From an optimization exercise on the open Yosys and OpenROAD flow, aimed at small area and a short achievable clock period; shortcuts taken in it are not production practice. Function was not checked in any run shown here: the RTL went through the layout flow alone. The clock port is modelled as an ideal driver; clocking choices that lean on that would not hold on a real chip.

==> flow/design.v, too long to show whole: its modules and the start of the top module <==
// module fir_32nd: 2021 lines
// module fir_fa: 4 lines
// module fir_ha: 4 lines
module fir_32nd (
    input clk,
    input reset,
    input signed [15:0] data_in,
    output reg signed [15:0] filtered_output
);
  // ...
==> flow/flow/run.sh <==
#!/bin/bash
# Own flow: the standard synthesis, then the standard ORFS steps with
# buf_4 port buffers, no delay cells in buffering, the reset net rebuilt
# as a balanced buffer tree after placement (flow/reset_tree.tcl), and a
# larger setup margin so timing repair works on the paths that set the
# achieved period. CTS_ARGS picks smaller leaf clock buffers.
set -e
H=$PWD/flow/hook.tcl
bash standard.sh synth > synth.log 2>&1
bash standard.sh SETUP_SLACK_MARGIN=11 BUFFER_PORTS_ARGS="-buffer_cell sky130_fd_sc_hd__buf_4" \
  PRE_GLOBAL_PLACE_TCL=$H PRE_RESIZE_TCL=$H POST_RESIZE_TCL=$PWD/flow/reset_tree.tcl PRE_CTS_TCL=$H PRE_GLOBAL_ROUTE_TCL=$H \
  CTS_ARGS="-sink_clustering_enable -repair_clock_nets -sink_clustering_size 12 -sink_clustering_max_diameter 100 -sink_clustering_buffer sky130_fd_sc_hd__clkbuf_8 -root_buf sky130_fd_sc_hd__clkbuf_16 -buf_list sky130_fd_sc_hd__clkbuf_16 -dont_use_dummy_load" finish > layout.log 2>&1
==> flow/flow/hook.tcl <==
# Keep delay cells out of buffering and sizing.
set_dont_use [get_lib_cells {sky130_fd_sc_hd__clkdlybuf4s* sky130_fd_sc_hd__dlygate4sd* sky130_fd_sc_hd__dlymetal6s*}]
==> flow/flow/reset_tree.tcl <==
# Rebuild the asynchronous reset net as a balanced two-level buffer tree.
# The reset port's buffer drives the inverter that makes the active-low
# RESET_B/SET_B signal; every buffer below that inverter is removed and
# the flip-flops are re-clustered by recursive bisection of their
# locations: leaf buffers drive up to LEAF pins, mid buffers drive up to
# MID leaf buffers, and the inverter drives the mid buffers.
# (This file is sourced from inside a proc: keep state in ::rt.)
namespace eval rt {}
set ::rt::LEAF 20
set ::rt::MID 8
set ::rt::block [ord::get_db_block]
set ::rt::db [ord::get_db]

proc is_async_pin {it} {
  set n [[$it getMTerm] getName]
  return [expr {$n eq "RESET_B" || $n eq "SET_B"}]
}
proc is_buf {inst} {
  set m [[$inst getMaster] getName]
  return [expr {[string match "sky130_fd_sc_hd__buf_*" $m] || [string match "sky130_fd_sc_hd__clkbuf_*" $m]}]
}
proc out_iterm {inst} {
  foreach it [$inst getITerms] {
    if {[$it isOutputSignal]} { return $it }
  }
  return ""
}

# root: the net driven by the inverter fed from the reset port's buffer
set rport [$::rt::block findBTerm reset]
set pnet [$rport getNet]
set root ""
set inv ""
foreach it [$pnet getITerms] {
  set b [$it getInst]
  set bo [out_iterm $b]
  if {$bo eq ""} continue
  foreach it2 [[$bo getNet] getITerms] {
    if {[$it2 isInputSignal]} {
      set m [[[$it2 getInst] getMaster] getName]
      if {[string match "*inv*" $m]} { set inv [$it2 getInst]; set root [[out_iterm $inv] getNet] }
    }
  }
}
if {$root eq ""} { puts "reset_tree: root not found"; return }

# collect sinks and the buffers between the root and the sinks
set ::rt::sinks {}
set ::rt::bufs {}
set ::rt::nets {}
proc ::rt::walk {net} {
  foreach it [$net getITerms] {
    if {![$it isInputSignal]} continue
    set inst [$it getInst]
    if {[is_async_pin $it]} {
      lappend ::rt::sinks $it
    } elseif {[is_buf $inst]} {
      lappend ::rt::bufs $inst
      set o [[out_iterm $inst] getNet]
      lappend ::rt::nets $o
      ::rt::walk $o
    } else {
      puts "reset_tree: unexpected load [$inst getName]/[[$it getMTerm] getName]"
    }
  }
}
::rt::walk $root
set sinks $::rt::sinks
puts "reset_tree: [llength $sinks] sinks, removing [llength $::rt::bufs] buffers"
if {[llength $sinks] == 0} { return }
foreach it $sinks { $it disconnect }
foreach b $::rt::bufs { odb::dbInst_destroy $b }
foreach n $::rt::nets { odb::dbNet_destroy $n }

proc loc {it} {
  set bb [[$it getInst] getBBox]
  return [list [expr {([$bb xMin] + [$bb xMax]) / 2}] [expr {([$bb yMin] + [$bb yMax]) / 2}]]
}
# recursive bisection of {x y payload} items into groups of at most n
proc bisect {items n} {
  if {[llength $items] <= $n} { return [list $items] }
  set xs [lsort -integer [lmap i $items {lindex $i 0}]]
  set ys [lsort -integer [lmap i $items {lindex $i 1}]]
  set k [expr {([lindex $xs end] - [lindex $xs 0]) >= ([lindex $ys end] - [lindex $ys 0]) ? 0 : 1}]
  set s [lsort -integer -index $k $items]
  set h [expr {[llength $s] / 2}]
  return [concat [bisect [lrange $s 0 [expr {$h - 1}]] $n] [bisect [lrange $s $h end] $n]]
}
proc centroid {grp} {
  set sx 0; set sy 0
  foreach i $grp { incr sx [lindex $i 0]; incr sy [lindex $i 1] }
  set c [llength $grp]
  return [list [expr {$sx / $c}] [expr {$sy / $c}]]
}
set ::rt::cnt 0
proc add_buf {master xy innet} {
  set name "rsttree_$::rt::cnt"
  incr ::rt::cnt
  set inst [odb::dbInst_create $::rt::block [$::rt::db findMaster $master] $name]
  $inst setLocation [lindex $xy 0] [lindex $xy 1]
  $inst setPlacementStatus PLACED
  set net [odb::dbNet_create $::rt::block "${name}_o"]
  [$inst findITerm A] connect $innet
  [$inst findITerm X] connect $net
  return [list $inst $net]
}

set items [lmap it $sinks {concat [loc $it] [list $it]}]
set leaves {}
foreach grp [bisect $items $::rt::LEAF] {
  set xy [centroid $grp]
  lassign [add_buf sky130_fd_sc_hd__buf_4 $xy $root] inst net
  foreach i $grp { [lindex $i 2] connect $net }
  lappend leaves [concat $xy [list $inst]]
}
foreach grp [bisect $leaves $::rt::MID] {
  set xy [centroid $grp]
  lassign [add_buf sky130_fd_sc_hd__buf_8 $xy $root] inst net
  foreach i $grp {
    set a [[lindex $i 2] findITerm A]
    $a disconnect
    $a connect $net
  }
}
$inv swapMaster [$::rt::db findMaster sky130_fd_sc_hd__inv_8]
puts "reset_tree: built [llength $leaves] leaf buffers, $::rt::cnt buffers in all"
==> flow/standard.sh <==
#!/bin/bash
# synth_recipe.tcl (not shown) runs the flow's synth.tcl, then flattens the netlist and writes it again
# the make line also repeats each setting of config.mk as NAME=value (left out here)
make -C /OpenROAD-flow-scripts/flow DESIGN_CONFIG=/design/flow/config.mk WORK_HOME=/design/flow/orfs CLKGATE_MAP_FILE= SYNTH_SCRIPT=/design/flow/synth_recipe.tcl "${@:-finish}"
==> flow/config.mk <==
export PLATFORM = sky130hd
export DESIGN_NAME = fir_32nd
export DESIGN_NICKNAME = fir_32nd
export VERILOG_FILES = /design/flow/design.v
export SDC_FILE = /design/flow/constraint.sdc
export NUM_CORES = 4
export LEC_CHECK = 0
export CAP_MARGIN = 20
export CORE_MARGIN = 2
export CORE_UTILIZATION = 60
export CTS_CLUSTER_DIAMETER = 120
export CTS_CLUSTER_SIZE = 16
export SLEW_MARGIN = 20
export SYNTH_HIERARCHICAL = 1
export TNS_END_PERCENT = 5
==> flow/constraint.sdc <==
create_clock -name core_clock -period 15.0 [get_ports {clk}]
set_input_delay 3.0000 -clock core_clock [delete_from_list [all_inputs] [get_ports {clk}]]
set_output_delay 3.0000 -clock core_clock [all_outputs]
set_load 0.01 [all_outputs]
==> reports/qor.yml, run 1 <==
status: "finished clean"
path_max_fanout: 2
synth_seq_cells: 751
hp-start: "x9[13]"
grt_busiest_layer: "met2"
post_cts_buffers: 14
yosys.area.top_type_share_pct: 39.3
antenna_found_initial: 2
wl_met1_um: 43300
cts_num_sinks: 751
multi_input_area_um2: 22700
synthAdderAreaFrac_pct: 45.9
drcViolationCount: 0
dr.pass1.iters: 5
synth_compound_area_share_pct: 4.17
vias: 20952
final_cell_mix: "808 x fa_1, 515 x dfrtp_1, 270 x inv_1"
final_core_util_pct: 65.0
ant_nets: 0
avgSynthCellArea_um2: 15.8
path_clk_slew_ns: 0.08
yosys-top-cells-count: "814 x fa_1, 541 x dfrtp_1, 272 x inv_1"
worstPathRequired_ns: 15.49
min_path_cells: 0
core_area_um2: 68500
synth.area.top_cells: "fa_1 39%, dfrtp_1 33%, dfxtp_1 10%, ha_1 6.6%, inv_1 2.5%"
worst_path_most_repeated_cell: "fa_1"
cp_top_family: "adder cells"
==> run 2: changes to the inputs <==
--- a/flow/flow/run.sh
+++ b/flow/flow/run.sh
@@ -9,4 +9,4 @@
 bash standard.sh synth > synth.log 2>&1
 bash standard.sh SETUP_SLACK_MARGIN=11 BUFFER_PORTS_ARGS="-buffer_cell sky130_fd_sc_hd__buf_4" \
   PRE_GLOBAL_PLACE_TCL=$H PRE_RESIZE_TCL=$H POST_RESIZE_TCL=$PWD/flow/reset_tree.tcl PRE_CTS_TCL=$H PRE_GLOBAL_ROUTE_TCL=$H \
-  CTS_ARGS="-sink_clustering_enable -repair_clock_nets -sink_clustering_size 12 -sink_clustering_max_diameter 100 -sink_clustering_buffer sky130_fd_sc_hd__clkbuf_8 -root_buf sky130_fd_sc_hd__clkbuf_16 -buf_list sky130_fd_sc_hd__clkbuf_16 -dont_use_dummy_load" finish > layout.log 2>&1
+  CTS_ARGS="-sink_clustering_enable -repair_clock_nets -sink_clustering_size 16 -sink_clustering_max_diameter 120 -dont_use_dummy_load" finish > layout.log 2>&1
==> run 2 against run 1 <==
Clock skew is 0.0020 ns lower. Routed wire length is essentially flat. Register-to-register slack about the same. Area after synthesis did not move. Still clean on timing, DRC and antenna. Maximum frequency grew 0.36%. Via count shrank 0.34%. Utilization grew 0.26 points.
==> reports/qor.yml, run 2 <==
cts_tree: "done"
ant_nets: 0  # unchanged
synth_edf_count: 0
yosys-top-cells-count: "814 x fa_1, 541 x dfrtp_1, 272 x inv_1"
layout_commonest_cell: "fa_1"
drt-initial-drc-count: 1475
syn_inst: 2630
worst-setup-path-type: "flip-flop to flip-flop"
synthArstFlopShare_pct: 72.0
maxSlewHeadroom_pct: 41.6
grt_pass1_vias: 24372
layout-drive-gt1-share_pct: 9.56
cp_num_cells: 10
insertion_delay_ns: 0.62
ios: 34
final_cell_count_no_fill: 3643
worst_path_most_repeated_cell: "fa_1"
critPathBufInv: 3
end_kind: "flip-flop"
diodes: 0
final_core_util_pct: 65.2  # +0.26 points
place_congestion: 0.947
final_area_um2: 44700
via_per_inst: 5.73
slew_viol_final: 0
timing.rr.start: "x3[12]"
worstSetupStartpointType: "flip-flop"
vias: 20881  # -0.34%
ys.warnings.count: 7
initial_core_util_pct: 60.6
hpwl_um: 88000
yosysTopAreaCell: "fa_1"
synth_seq_cells: 751  # unchanged
cp_slowest_cell: "fa_1"
crit_end: "R1b[14]"
arrival_ns: 4.66
avgSynthCellArea_um2: 15.8  # unchanged
yosysMostFrequentCell: "fa_1"
grt_pass1_wl_um: 160000
final_cell_mix: "806 x fa_1, 508 x dfrtp_1, 268 x inv_1"
max_stage_delay_ns: 0.59
r2r-end: "R1b[14]"
ys.flop_type: "dfrtp_1"
die_width_um: 267
gr-total-overflow: 0
status: "finished clean"
hold_viol_final: 0
setup_violations: 0
synth-seq-area-share_pct: 42.8
worstPathRequired_ns: 15.51  # +0.02 ns
whs_ns: 0.344
synth.distinct_cells: 64
hold_path_class: "flip-flop to flip-flop"
yosys.area.top_type_share_pct: 39.3  # unchanged
top_regs: "R2a: 31 flops, R2b: 31 flops"
r2r_cells: 10
drcViolationCount: 0  # unchanged
setup_tns_ns: 0
path_clk_slew_ns: 0.07  # about the same
netlist_area_um2: 41500
dp.cells: 3575
track_usage_pct: 32.4
placed_cell_area_um2: 43100
clock_skew_ns: 0.0446
path_max_fanout: 2  # unchanged
antenna_found_initial: 4  # +2
grt_max_degree: 18
max_slew.worst_pin.slew_ns: 0.867
max-cap-violations: 0
wl_per_cell_um: 29.1
finalCritPeriodShare_pct: 27.7
fin_crit_ns: 4.15
area_growth_syn_to_layout_pct: 7.69
timing.fmax_mhz: 241
critPathLaunch: "x3[12]"
cp_top_family: "adder cells"
cts_buffers: 52
num_rows: 96
synth_fp_nets: 3680
rrSetupSlack_ns: 10.85
core_area_um2: 68500  # unchanged
path_cells: "fa_1 > fa_1 > fa_1 > inv_1 > fa_1 > inv_1 > fa_1 > inv_1 > fa_1 > fa_2"
portBuffers: 33
die_h_um: 267
cts_num_sinks: 751  # unchanged
dieArea_um2: 71300
fin_nets: 3813
dr.pass1.iters: 5  # unchanged
synth.area.top_cells: "fa_1 39%, dfrtp_1 33%, dfxtp_1 10%, ha_1 6.6%, inv_1 2.5%"
rsz0062_at_grt: "yes"
wirelength_um: 106000
## run 2: cell counts after synthesis
No cell type changed its count.
## run 2: worst reg2reg max path: stages (launching register included)
cell and delay [ns]:
dfrtp_2 0.43, fa_1 0.59, fa_1 0.46, fa_1 0.52, inv_1 0.06, fa_1 0.47, inv_1 0.05, fa_1 0.36
inv_1 0.11, fa_1 0.44, fa_2 0.59
## run 2: Yosys stat by module (local to each module, per instance)
module | flops+latches | copies in the design
fir_32nd | 751 | 1
fir_fa | 0 | 791
fir_ha | 0 | 61
## run 2: cell families after synthesis
| kind of cell | count (synthesis) | synth area share (%) |
|---|---|---|
| adders and majority gates | 1032 | 45.9 |
| DFF | 751 | 42.8 |
| buffers and inverters | 278 | 2.52 |
| AOI/OAI and AO/OA | 251 | 4.17 |
| and+or+nand+nor | 218 | 2.58 |
| xor gates and xnor gates | 96 | 2.03 |
| muxes | 3 | 0.0724 |
| other | 1 | 0.00904 |
## run 2: timing repair
| action | CTS | global route |
|---|---|---|
| pin swaps | 0 | 6 |
| setup endpoints to repair | 67 | 68 |
| setup buffers | 11 | 5 |
| endpoints found under the hold margin | 0 | 0 |
| resized for setup | 110 | 19 |
| hold buffers | 0 | 0 |
## run 2: metrics by stage
stage | setup slack [ns]
final | 10.85
after global routing | 10.76
after CTS | 10.85
after detailed placement | 10.65
after global placement | 8.86
after floorplan | 4.64
## run 2: per-layer routing
metal  share of wire (%)  global-route usage [%]  routed length, µm  vias up
li1                    -                       -                  -     8635
met1                  41                    43.7              43100    11465
met2                  49                    52.9              51600      586
met3                 5.4                    5.38               5680      193
met4                 5.1                    13.7               5410        2
met5               0.012                       0                 13        -
## run 2: worst min-delay path by stage
stage | slack [ns] | from | depth (start not counted) | to
floorplan | 0.33 | v1_ | 0 | v2_
global placement | 0.33 | x8[9] | 0 | x9[9]
detailed placement | 0.33 | x10[3] | 0 | x11[3]
CTS | 0.34 | p14[5] | 0 | p15[5]
global route | 0.34 | p14[5] | 0 | p15[5]
finish | 0.34 | x10[8] | 0 | x11[8]
## run 2: cell type report, without the clock buffers
class,count,area (µm²)
plain buffers,36,300
fillers,4910,23800
inverters,272,1030
multi-input cells,1601,22700
flip-flops and latches,751,17900
well taps,882,1100
repair buffers,49,315

## separate check: timing with driven ports
The flow's constraints put no driver on any port. The routed layouts listed below were extracted and timed again, unchanged, in two steps.
Step 1 (the two cells are an assumption about what drives the block):
set clk [get_ports {clk}]
set_driving_cell -lib_cell sky130_fd_sc_hd__clkbuf_16 $clk
set_driving_cell -lib_cell sky130_fd_sc_hd__buf_2 [delete_from_list [all_inputs] $clk]
Step 2, shift: input delay + t, output delay - t, t = (earliest + latest rising clock arrival at the registers) / 2. This alone moves slack from input paths to output paths.
Three values: ideal, step 1, step 2; two values: the first two.
run	shift t [ns]	slack for setup (ns)	latest minus earliest clock arrival (ns)	worst slew at a driven data input, ns	cell pins on the clock port's net
run 1	0.635	10.837 / 10.837 / 10.837	0.051 / 0.051	0.04	1
run 2	0.663	10.851 / 10.835 / 10.851	0.045 / 0.045	0.04	1
After both steps setup and hold are still met in every run listed.
